This design comes from an exercise in tuning for small area, a short achievable clock period and few clock cycles on the open sky130 flow, not from production work. At most, simulation tests tie the RTL to the original design; equivalence was not proved. The clock input has no modelled driver; a real chip could not lean on it and would need a root buffer or a full tree. Power figures rest on the tool's default switching activity, not on a simulated workload.

## LZ77_Encoder
module LZ77_Encoder(clk,reset,chardata,valid,encode,finish,offset,match_len,char_nxt);
Size: ~140 flip-flops, about 28 I/O pins, about 4800 µm² of cells after synthesis.
Settings: LEC_CHECK=0, CAP_MARGIN=20, CORE_MARGIN=2, CORE_UTILIZATION=50, PLACE_DENSITY=0.85, SLEW_MARGIN=20; clock period 10.0 ns.
standard.sh (not shown) runs the stock make flow with config.mk's settings and CLKGATE_MAP_FILE= SYNTH_SCRIPT=/design/flow/synth_recipe.tcl, a recipe that flattens the netlist after the stock synthesis.
==> flow/flow/run.sh <==
#!/bin/bash
# Own layout flow: the standard flow (standard.sh), with
#  - synthesis by flow/synth.tcl: the standard synthesis script, but ABC
#    maps the logic with an area-oriented script (flow/abc_area.script),
#  - port buffers of buf_2 instead of the default clkdlybuf4s50_1,
#  - a larger setup target for ORFS's timing repair,
#  - a one-level clock tree (flow/cts.tcl) in place of TritonCTS.
# Each step's full output goes to a log file of its own in this folder.
set -euo pipefail
export FLOW_DIR_OWN=$PWD/flow
export OWN_ABC_SCRIPT=$PWD/flow/abc_area.script
export MCT_COLS=${MCT_COLS:-2}
export MCT_ROWS=${MCT_ROWS:-2}
VARS=("SYNTH_SCRIPT=$PWD/flow/synth.tcl" "BUFFER_PORTS_ARGS=-buffer_cell sky130_fd_sc_hd__buf_2" "SETUP_SLACK_MARGIN=7.35")
bash standard.sh "${VARS[@]}" place > flow_place.log 2>&1
bash standard.sh "${VARS[@]}" run RUN_SCRIPT=$PWD/flow/cts.tcl RUN_LOG_NAME_STEM=4_1_cts > flow_cts.log 2>&1
bash standard.sh "${VARS[@]}" finish > flow_finish.log 2>&1
==> flow/flow/abc_area.script <==
strash
&get -n
&st
&deepsyn -T 20
&dch -f
&nf -R 1000 -a
&put
topo
Other scripts of this flow, unchanged in this note and not shown: flow/flow/clkbuf.tcl, flow/flow/cts.tcl, flow/flow/synth.tcl
Testbench counts at the start, summed over its fixed seeds: cycles 12,338.
Change:
==> flow/flow/abc_area.script (replaced) <==
strash
&get -n
&st
&dch -f
&nf -R 1000 -a
&put
topo
- PLACE_DENSITY: 0.85 -> 0.6
What happened: Power came out lower by about 0.7%. Global-route usage goes down by 1.6 points. Final cell count went up by about 3%. Critical path depth is lower by 10. Via count falls by 3.8%. Die area rises by about 2.3%. Utilization shrinks by 2.8 points. Combinational power fell by about 4%.
No run of this note takes its clock network from TritonCTS; it comes from the design's own scripts or RTL.

The RTL this note starts from:
==> flow/design.v <==
module LZ77_Encoder(clk,reset,chardata,valid,encode,finish,offset,match_len,char_nxt);
input 				clk;
input 				reset;
input 		[7:0] 	chardata;
output  			valid;
output  			encode;
output  			finish;
output 		[3:0] 	offset;
output 		[2:0] 	match_len;
output 	 	[7:0] 	char_nxt;
reg					valid;
reg					finish;
reg			[3:0]	offset;
reg			[2:0]	match_len;
reg			[3:0]	ch;			 
reg					ch5;		 
reg			[3:0]	H [0:8];	 
reg			[6:0]	E [0:8];	 
reg			[11:0]	lfsr;		 
reg					ended;		 
reg			[2:0]	skip;		 
reg					tok;		 
reg					done;		 
integer 	d, j;
assign encode = valid;
assign char_nxt = {2'b00, ch5, 1'b0, ch};
wire		inrange = ~ended;			 
always @(posedge clk or posedge reset)
begin
	if (reset)
	begin
		lfsr <= 12'hce2;
		ended <= 1'b0;
		for (d = 0; d < 9; d = d + 1)
			H[d] <= 4'd0;
	end
	else
	begin
		lfsr <= {lfsr[10:0], lfsr[11] ^ lfsr[10]};
		ended <= ended | (lfsr == 12'h800);
		H[0] <= chardata[3:0] ^ 4'd3;
		for (d = 1; d < 9; d = d + 1)
			H[d] <= H[d-1];
	end
end
always @(posedge clk)
begin
	for (d = 0; d < 9; d = d + 1)
		E[d] <= {E[d][5:0], inrange & ((chardata[3:0] ^ 4'd3) == H[d])};
end
reg			[7:0]	a [0:8];	 
reg			[7:0]	A;			 
reg			[3:0]	off [1:7];	 
reg			[2:0]	L;
reg			[3:0]	S;
reg			[3:0]	X;			 
wire		[3:0]	C [0:7];	 
reg					last;		 
assign C[7] = chardata[3:0] ^ 4'd3;
assign C[6] = H[0];
assign C[5] = H[1];
assign C[4] = H[2];
assign C[3] = H[3];
assign C[2] = H[4];
assign C[1] = H[5];
assign C[0] = H[6];
always @(*)
begin
	for (d = 0; d < 9; d = d + 1)
	begin
		a[d][0] = 1'b1;
		for (j = 1; j < 8; j = j + 1)
			a[d][j] = a[d][j-1] & E[d][7-j];
	end
	for (j = 0; j < 8; j = j + 1)
	begin
		A[j] = 1'b0;
		for (d = 0; d < 9; d = d + 1)
			A[j] = A[j] | a[d][j];
	end
	for (j = 1; j < 8; j = j + 1)
	begin
		off[j] = 4'd0;
		for (d = 0; d < 9; d = d + 1)
			if (a[d][j]) off[j] = d;
	end
	L = 3'd0;
	S = 4'd0;
	X = C[0];
	for (j = 1; j < 8; j = j + 1)
		if (A[j])
		begin
			L = j;
			S = off[j];
			X = C[j];
		end
	last = 1'b0;
	for (j = 0; j < 8; j = j + 1)
		last = last | (lfsr[j] & A[7-j]);
	last = last & ended;
end
wire		[2:0]	eff = tok ? match_len : skip;
wire				emit = (eff == 3'd0) & ~done;
always @(posedge clk)
begin
	offset <= S;
	match_len <= L;
	ch <= X ^ 4'd3;
	ch5 <= last;
	valid <= emit;
	finish <= done;
end
always @(posedge clk or posedge reset)
begin
	if (reset)
	begin
		skip <= 3'd7;
		tok <= 1'b0;
		done <= 1'b0;
	end
	else
	begin
		skip <= emit ? 3'd0 : eff - 3'd1;
		tok <= emit & A[1];
		done <= done | (emit & last);
	end
end
endmodule
clock: 10.0 ns
lec_check: 0
cap_margin: 20
core_margin: 2
core_utilization: 50
place_density: 0.85
slew_margin: 20
==> flow/flow/run.sh <==
#!/bin/bash
# Own layout flow: the standard flow (standard.sh), with
#  - synthesis by flow/synth.tcl: the standard synthesis script, but ABC
#    maps the logic with an area-oriented script (flow/abc_area.script),
#  - port buffers of buf_2 instead of the default clkdlybuf4s50_1,
#  - a larger setup target for ORFS's timing repair,
#  - a one-level clock tree (flow/cts.tcl) in place of TritonCTS.
# Each step's full output goes to a log file of its own in this folder.
set -euo pipefail
export FLOW_DIR_OWN=$PWD/flow
export OWN_ABC_SCRIPT=$PWD/flow/abc_area.script
export MCT_COLS=${MCT_COLS:-2}
export MCT_ROWS=${MCT_ROWS:-2}
VARS=("SYNTH_SCRIPT=$PWD/flow/synth.tcl" "BUFFER_PORTS_ARGS=-buffer_cell sky130_fd_sc_hd__buf_2" "SETUP_SLACK_MARGIN=7.3")
bash standard.sh "${VARS[@]}" place > flow_place.log 2>&1
bash standard.sh "${VARS[@]}" run RUN_SCRIPT=$PWD/flow/cts.tcl RUN_LOG_NAME_STEM=4_1_cts > flow_cts.log 2>&1
bash standard.sh "${VARS[@]}" finish > flow_finish.log 2>&1
Other scripts of this flow, unchanged in this note and not shown: flow/flow/abc_area.script, flow/flow/clkbuf.tcl, flow/flow/cts.tcl, flow/flow/synth.tcl
The first run ran to the end with no violations.
Testbench counts at the start, summed over its fixed seeds: cycles 12,332.
Edit:
--- a/flow/flow/run.sh
+++ b/flow/flow/run.sh
@@ -13,3 +13,3 @@
 export MCT_ROWS=${MCT_ROWS:-2}
-VARS=("SYNTH_SCRIPT=$PWD/flow/synth.tcl" "BUFFER_PORTS_ARGS=-buffer_cell sky130_fd_sc_hd__buf_2" "SETUP_SLACK_MARGIN=7.3")
+VARS=("SYNTH_SCRIPT=$PWD/flow/synth.tcl" "BUFFER_PORTS_ARGS=-buffer_cell sky130_fd_sc_hd__buf_2" "SETUP_SLACK_MARGIN=7.4")
 bash standard.sh "${VARS[@]}" place > flow_place.log 2>&1
- The new run finished clean
- power goes up by 1.3%
- clock skew stays flat
- global-route usage goes down by 0.21 points
- setup slack improved by 0.033 ns
- sequential share of layout area goes down by 0.83 points
- hold slack barely changes
- utilization goes up by 1.1 points
- flip-flop and latch count stays the same
- via count goes up by 1.7%
No run of this note takes its clock network from TritonCTS; it comes from the design's own scripts or RTL.

Setup of wip/fjord:
Another version of the RTL of LZ77_Encoder (not shown whole).
Size in the first run: about 470 cells after synthesis, roughly 140 flip-flops, about 28 I/O pins.
export LEC_CHECK = 0
export CAP_MARGIN = 20
export CORE_MARGIN = 2
export CORE_UTILIZATION = 50
export PLACE_DENSITY = 0.6
export SLEW_MARGIN = 20
create_clock -name core_clock -period 10.0 [get_ports {clk}]
==> flow/flow/run.sh <==
#!/bin/bash
# Own layout flow: the standard flow (standard.sh), with
#  - port buffers of buf_2 instead of the default clkdlybuf4s50_1,
#  - a larger setup target for ORFS's timing repair,
#  - a one-level clock tree (flow/cts.tcl) in place of TritonCTS.
# Each step's full output goes to a log file of its own in this folder.
set -euo pipefail
export FLOW_DIR_OWN=$PWD/flow
export MCT_COLS=${MCT_COLS:-2}
export MCT_ROWS=${MCT_ROWS:-2}
VARS=("BUFFER_PORTS_ARGS=-buffer_cell sky130_fd_sc_hd__buf_2" "SETUP_SLACK_MARGIN=7")
bash standard.sh "${VARS[@]}" place > flow_place.log 2>&1
bash standard.sh "${VARS[@]}" run RUN_SCRIPT=$PWD/flow/cts.tcl RUN_LOG_NAME_STEM=4_1_cts > flow_cts.log 2>&1
bash standard.sh "${VARS[@]}" finish > flow_finish.log 2>&1
Other scripts of this flow, unchanged in this note and not shown: flow/flow/clkbuf.tcl, flow/flow/cts.tcl
Here is what was changed in the inputs of wip/amber compared with wip/fjord.
Settings: PLACE_DENSITY now 0.75, was 0.6; CORE_UTILIZATION now 65, was 50.
The final layout from wip/amber, which completed every stage, passed the timing, DRC and antenna checks at the end of the flow.
Re HPWL after detailed placement: wip/amber and wip/fjord aren't equal, and the lower value belongs to wip/fjord.
When the final numbers for wip/amber and wip/fjord were put side by side, the final area turned out to be smaller in wip/amber.
Going from wip/fjord to wip/amber, the number of buffers and inverters on the critical path was found to have gone down by 2.
Compared with wip/fjord, in wip/amber met2 routing resource usage after global routing picked up an extra 8.9 points, combinational power higher, minimum setup slack in the final design stayed essentially flat.
wip/amber vs. wip/fjord: power has increased; share of the clock period used by the worst path after layout roughly the same; final cell count fell by about 6%.
Function was not checked in any run of this note: the RTL went through the layout flow alone. In every run of this note, the design's own scripts or RTL, not TritonCTS, make the clock network.

[static timing again, ports no longer ideal]
In the flow no input, the clock included, has a driving cell. The finished layouts below were timed again as built, in two steps.
Step 1 (the two cells are an assumption about what drives the block):
set clk [get_ports {clk}]
set_driving_cell -lib_cell sky130_fd_sc_hd__clkbuf_16 $clk
set_driving_cell -lib_cell sky130_fd_sc_hd__buf_2 [delete_from_list [all_inputs] $clk]
Step 2 adds t to the input delays and takes it off the output delays; t is the mean of the earliest and latest rising clock arrival at the registers after step 1. Input paths then give back, and output paths get back, about the clock's delay inside the block.
Three values: ideal ports, drivers, drivers and shift; two values: the first two.
run | t, ns | setup WS [ns] | worst register clock-pin slew, ns
the first run of note 1 | 0.259 | 7.242 / 7.242 / 7.242 | 0.12 / 0.12
the second run of note 1 | 0.253 | 7.361 / 7.283 / 7.536 | 0.12 / 0.12
the first run of note 2 | 0.249 | 7.339 / 7.260 / 7.177 | 0.12 / 0.12
the second run of note 2 | 0.253 | 7.372 / 7.292 / 7.250 | 0.12 / 0.12
wip/fjord | 0.251 | 7.145 / 7.145 / 7.145 | 0.12 / 0.12
wip/amber | 0.256 | 7.147 / 7.147 / 7.147 | 0.12 / 0.12
After both steps every run listed still meets setup and hold. The setup slack of the first run of note 2, which loses most, moves by -0.079 ns with the drivers and by -0.162 ns with both steps.
